Background: an optimization exercise with open tools, aiming at small area. Do not read the settings as production practice.
Function was checked by simulation only, so behaviour that the tests miss may differ from the original.
The clock port is modelled as an ideal driver; clocking choices that lean on that would not hold on a real chip.

==> flow/design.v <==
module fa(
    input wire a,
    input wire b,
    input wire c,
    output wire s,
    output wire co
    );
    assign s = a ^ b ^ c;
    assign co = (a & b) | (a & c) | (b & c);
endmodule
module ha(
    input wire a,
    input wire b,
    output wire s,
    output wire co
    );
    assign s = a ^ b;
    assign co = a & b;
endmodule
module sxa(
    input wire sel,
    input wire seln,
    input wire en,
    input wire enn,
    input wire p,
    input wire r,
    output wire y
    );
    assign y = (p & sel) | (~r & ~enn);
endmodule
module sxb(
    input wire sel,
    input wire seln,
    input wire en,
    input wire enn,
    input wire p,
    input wire r,
    output wire y
    );
    assign y = ~((p | seln) & (r | enn));
endmodule
module hold(
    input wire en,
    input wire enb,
    input wire d,
    input wire q,
    output wire y
    );
    assign y = (en & d) | (enb & q);
endmodule
module top(
    input wire clk,
    input wire reset,
    input wire [7:0] next_in,
    output reg [7:0] f
    );
    reg [3:0] st;
    reg [7:0] r0, r1, r2, r3;
    wire pb = ~st[3] & st[2];
    wire pd = st[3] & st[2];
    wire [7:0] a = r0;
    wire [7:0] b = next_in;
    wire t0 = ~(~(a[0] & b[1])) & ~(~(a[1] & b[0]));
    wire t1, t2;
    fa ut1 (~(a[0] & b[2]), ~(a[1] & b[1]), ~(a[2] & b[0]), t1, t2);
    wire t3 = t0 & ~(t1);
    wire t4, t5;
    fa ut4 (~(a[0] & b[3]), ~(a[1] & b[2]), ~(a[2] & b[1]), t4, t5);
    wire t6, t7;
    fa ut6 (~(a[3] & b[0]), t2, t4, t6, t7);
    wire t8 = t3 & ~(t6);
    wire t9, t10;
    fa ut9 (~(a[0] & b[4]), ~(a[1] & b[3]), ~(a[2] & b[2]), t9, t10);
    wire t11, t12;
    fa ut11 (~(a[3] & b[1]), ~(a[4] & b[0]), t5, t11, t12);
    wire t13, t14;
    fa ut13 (t9, t7, t11, t13, t14);
    wire t15 = t8 & ~(t13);
    wire t16, t17;
    fa ut16 (~(a[0] & b[5]), ~(a[1] & b[4]), ~(a[2] & b[3]), t16, t17);
    wire t18, t19;
    fa ut18 (~(a[3] & b[2]), ~(a[4] & b[1]), ~(a[5] & b[0]), t18, t19);
    wire t20, t21;
    fa ut20 (t10, t16, t18, t20, t21);
    wire t22, t23;
    fa ut22 (t12, t20, t14, t22, t23);
    wire t24 = t15 & ~(t22);
    wire t25, t26;
    fa ut25 (~(a[0] & b[6]), ~(a[1] & b[5]), ~(a[2] & b[4]), t25, t26);
    wire t27, t28;
    fa ut27 (~(a[3] & b[3]), ~(a[4] & b[2]), ~(a[5] & b[1]), t27, t28);
    wire t29, t30;
    fa ut29 (~(a[6] & b[0]), t17, t19, t29, t30);
    wire t31, t32;
    fa ut31 (t25, t27, t21, t31, t32);
    wire t33, t34;
    fa ut33 (t29, t31, t23, t33, t34);
    wire t35 = t24 & ~(t33);
    wire t36, t37;
    fa ut36 (~(a[1] & b[6]), ~(a[2] & b[5]), ~(a[3] & b[4]), t36, t37);
    wire t38, t39;
    fa ut38 (~(a[4] & b[3]), ~(a[5] & b[2]), ~(a[6] & b[1]), t38, t39);
    wire t40, t41;
    fa ut40 (t26, t28, t36, t40, t41);
    wire t42, t43;
    fa ut42 (t38, t30, t40, t42, t43);
    wire t44, t45;
    fa ut44 (t32, t42, t34, t44, t45);
    wire t46, t47;
    fa ut46 (~(a[7] & b[0]), ~(a[0] & b[7]), t35, t46, t47);
    wire t48 = ~(t44) & t46;
    wire t49, t50;
    fa ut49 (~(a[2] & b[6]), ~(a[3] & b[5]), ~(a[4] & b[4]), t49, t50);
    wire t51, t52;
    fa ut51 (~(a[5] & b[3]), ~(a[6] & b[2]), t37, t51, t52);
    wire t53, t54;
    fa ut53 (t39, t49, t41, t53, t54);
    wire t55, t56;
    fa ut55 (t51, t43, t53, t55, t56);
    wire t57, t58;
    fa ut57 (~(a[7] & b[1]), ~(a[1] & b[7]), t47, t57, t58);
    wire t59 = ~(t48);
    wire t60, t61;
    fa ut60 (t55, t45, t59, t60, t61);
    wire t62 = t57 ^ t60;
    wire t63 = t57 | ~(t60);
    wire t64, t65;
    fa ut64 (~(a[3] & b[6]), ~(a[4] & b[5]), ~(a[5] & b[4]), t64, t65);
    wire t66, t67;
    fa ut66 (~(a[6] & b[3]), t50, t64, t66, t67);
    wire t68, t69;
    fa ut68 (t52, t66, t54, t68, t69);
    wire t70, t71;
    fa ut70 (~(a[7] & b[2]), ~(a[2] & b[7]), t58, t70, t71);
    wire t72, t73;
    fa ut72 (t56, t68, t61, t72, t73);
    wire t74 = ~(t72);
    wire t75, t76;
    fa ut75 (t63, t70, t74, t75, t76);
    wire t77, t78;
    fa ut77 (~(a[4] & b[6]), ~(a[5] & b[5]), ~(a[6] & b[4]), t77, t78);
    wire t79, t80;
    fa ut79 (t65, t77, t67, t79, t80);
    wire t81, t82;
    fa ut81 (~(a[7] & b[3]), ~(a[3] & b[7]), t71, t81, t82);
    wire t83, t84;
    fa ut83 (t79, t69, t73, t83, t84);
    wire t85 = ~(t83);
    wire t86, t87;
    fa ut86 (t81, t76, t85, t86, t87);
    wire t88, t89;
    fa ut88 (~(a[5] & b[6]), ~(a[6] & b[5]), t78, t88, t89);
    wire t90, t91;
    fa ut90 (~(a[7] & b[4]), ~(a[4] & b[7]), t82, t90, t91);
    wire t92, t93;
    fa ut92 (t88, t80, t84, t92, t93);
    wire t94 = ~(t92);
    wire t95, t96;
    fa ut95 (t90, t87, t94, t95, t96);
    wire t97, t98;
    fa ut97 (~(a[7] & b[5]), ~(a[5] & b[7]), t91, t97, t98);
    wire t99, t100;
    fa ut99 (~(a[6] & b[6]), t89, t93, t99, t100);
    wire t101 = ~(t99);
    wire t102, t103;
    fa ut102 (t97, t96, t101, t102, t103);
    wire t104, t105;
    fa ut104 (~(a[7] & b[6]), ~(a[6] & b[7]), t98, t104, t105);
    wire t106 = ~(t100);
    wire t107, t108;
    fa ut107 (t106, t104, t103, t107, t108);
    wire t109 = ~(~(a[7] & b[7]));
    wire t110, t111;
    fa ut110 (t109, t105, t108, t110, t111);
    wire pbn = ~pb;
    wire pdn = ~pd;
    wire [7:0] x;
    wire [7:0] y = next_in;
    sxb u_x0 (pb, pbn, pd, pdn, t62, r0[0], x[0]);
    sxb u_x1 (pb, pbn, pd, pdn, t75, r0[1], x[1]);
    sxb u_x2 (pb, pbn, pd, pdn, t86, r0[2], x[2]);
    sxb u_x3 (pb, pbn, pd, pdn, t95, r0[3], x[3]);
    sxb u_x4 (pb, pbn, pd, pdn, t102, r0[4], x[4]);
    sxb u_x5 (pb, pbn, pd, pdn, t107, r0[5], x[5]);
    sxb u_x6 (pb, pbn, pd, pdn, t110, r0[6], x[6]);
    sxa u_x7 (pb, pbn, pd, pdn, t111, r0[7], x[7]);
    genvar i;
    wire [7:0] sc;
    wire [7:0] nx;
    ha sa0 (x[0], y[0], nx[0], sc[0]);
    generate
        for (i = 1; i < 8; i = i + 1) begin : add
            fa sa (x[i], y[i], sc[i-1], nx[i], sc[i]);
        end
    endgenerate
    always @(posedge clk) begin
        r0 <= r1;
        r1 <= r2;
        r2 <= r3;
        r3 <= nx;
    end
    wire c = st[1] & ~st[0];
    always @(posedge clk or posedge reset)
        if (reset)
            st <= 4'b0000;
        else begin
            st[0] <= ~st[1];
            st[1] <= st[0];
            st[2] <= c ? ~(st[3] & st[2]) : st[2];
            st[3] <= c ? st[2] : st[3];
        end
    wire fen = st[3] & ~(st[2] ^ c);
    wire fenb = ~fen;
    wire [7:0] fd;
    generate
        for (i = 0; i < 8; i = i + 1) begin : fh
            hold u (fen, fenb, r1[i], f[i], fd[i]);
        end
    endgenerate
    always @(posedge clk or posedge reset)
        if (reset)
            f <= 8'd0;
        else
            f <= fd;
endmodule
Settings: LEC_CHECK=0, CAP_MARGIN=20, CORE_MARGIN=2, CORE_UTILIZATION=40, SLEW_MARGIN=20, SYNTH_HIERARCHICAL=1, SYNTH_MINIMUM_KEEP_SIZE=0; clock period 12.0 ns.
standard.sh (not shown) runs the stock make flow with config.mk's settings and CLKGATE_MAP_FILE= SYNTH_SCRIPT=/design/flow/synth_recipe.tcl, a recipe that flattens the netlist after the stock synthesis.
==> flow/flow/run.sh <==
#!/bin/bash
# The standard layout (standard.sh), with these changes:
#  - the port buffers are the smallest buffer (buf_1) instead of the
#    resizer's default pick;
#  - CTS inserts no dummy loads, and after CTS flow/post_cts.tcl resizes
#    its buffers: a clkbuf_2 root, and clkbuf_8 leaves for leaves driving
#    more than 10 flip-flops, clkbuf_4 for the others.
#  - synthesis tells ABC that each output of a module drives 1 fF instead
#    of the platform's 5 (ABC_LOAD_IN_FF), so that the small kept modules
#    in rtl/adder.v are not mapped to oversized cells.
# Everything else (synthesis, floorplan, power grid, placement, routing)
# is the standard flow's. make's full output goes to standard.log; ORFS's
# per-step logs stay under orfs/logs/.
set -euo pipefail
export BUFFER_PORTS_ARGS="-buffer_cell sky130_fd_sc_hd__buf_1"
export CTS_ARGS="-sink_clustering_enable -repair_clock_nets -buf_list sky130_fd_sc_hd__clkbuf_4 -root_buf sky130_fd_sc_hd__clkbuf_4 -dont_use_dummy_load"
export POST_CTS_TCL="$PWD/flow/post_cts.tcl"
export CTS_ROOT_CELL=sky130_fd_sc_hd__clkbuf_2
export CTS_LEAF_BIG=sky130_fd_sc_hd__clkbuf_8
export CTS_LEAF_SMALL=sky130_fd_sc_hd__clkbuf_4
export CTS_LEAF_SPLIT=10
bash standard.sh ABC_LOAD_IN_FF=1 finish > standard.log 2>&1
Other scripts of this flow, unchanged in this note and not shown: flow/flow/post_cts.tcl
Rerun with:
--- a/flow/design.v
+++ b/flow/design.v
@@ -26,7 +26,7 @@
     input wire r,
     output wire y
     );
-    assign y = (p & sel) | (~r & ~enn);
+    assign y = (p & ~seln) | (~r & ~enn);
 endmodule
 module sxb(
     input wire sel,
@@ -38,6 +38,48 @@
     output wire y
     );
     assign y = ~((p | seln) & (r | enn));
+endmodule
+module xr(
+    input wire a,
+    input wire b,
+    output wire y
+    );
+    assign y = a ^ b;
+endmodule
+module nr(
+    input wire a,
+    input wire b,
+    output wire y
+    );
+    assign y = ~(a | b);
+endmodule
+module nd(
+    input wire a,
+    input wire b,
+    output wire y
+    );
+    assign y = ~(a & b);
+endmodule
+module o2(
+    input wire a,
+    input wire b,
+    output wire y
+    );
+    assign y = a | b;
+endmodule
+module anb(
+    input wire a,
+    input wire b,
+    output wire y
+    );
+    assign y = a & ~b;
+endmodule
+module onb(
+    input wire a,
+    input wire b,
+    output wire y
+    );
+    assign y = a | ~b;
 endmodule
 module hold(
     input wire en,
@@ -122,8 +164,10 @@
     wire t59 = ~(t48);
     wire t60, t61;
     fa ut60 (t55, t45, t59, t60, t61);
-    wire t62 = t57 ^ t60;
-    wire t63 = t57 | ~(t60);
+    wire t62;
+    xr ut62 (t57, t60, t62);
+    wire t63;
+    onb ut63 (t57, t60, t63);
     wire t64, t65;
     fa ut64 (~(a[3] & b[6]), ~(a[4] & b[5]), ~(a[5] & b[4]), t64, t65);
     wire t66, t67;
Outcome: The changed run completed with no timing, DRC or antenna violations; global-route usage is about the same; register-to-register slack is worse by 100 ps; worst hold slack is worse by 5.4 ps; clock skew barely changes; worst setup slack is worse by 130 ps; sequential share of layout area climbs by 0.20 points; cell area drops by 0.59%; fmax drops by 1.2%.

port drivers added, routing unchanged:
In the flow no input, the clock included, has a driving cell. The finished layouts below were timed again as built, in two steps.
Step 1 (the two cells are an assumption about what drives the block):
set clk [get_ports {clk}]
set_driving_cell -lib_cell sky130_fd_sc_hd__clkbuf_16 $clk
set_driving_cell -lib_cell sky130_fd_sc_hd__buf_2 [delete_from_list [all_inputs] $clk]
Step 2 also shifts input and output timing later by t, the mid clock arrival at the registers, as if the neighbouring blocks saw the same clock.
Three values: ideal, step 1, step 2; two values: the first two.
run | shift t [ns] | setup slack, ns | worst setup path at the end | worst register clock-pin slew, ns | cell pins on the clock port's net
the first run | 0.368 | 1.719 / 1.703 / 1.335 | input to register | 0.10 / 0.10 | 1
the second run | 0.363 | 1.593 / 1.574 / 1.211 | input to register | 0.10 / 0.10 | 1
After both steps every run listed still meets setup and hold. For the first run, which loses most, drivers alone change the setup slack by -0.016 ns; drivers and shift together by -0.384 ns.
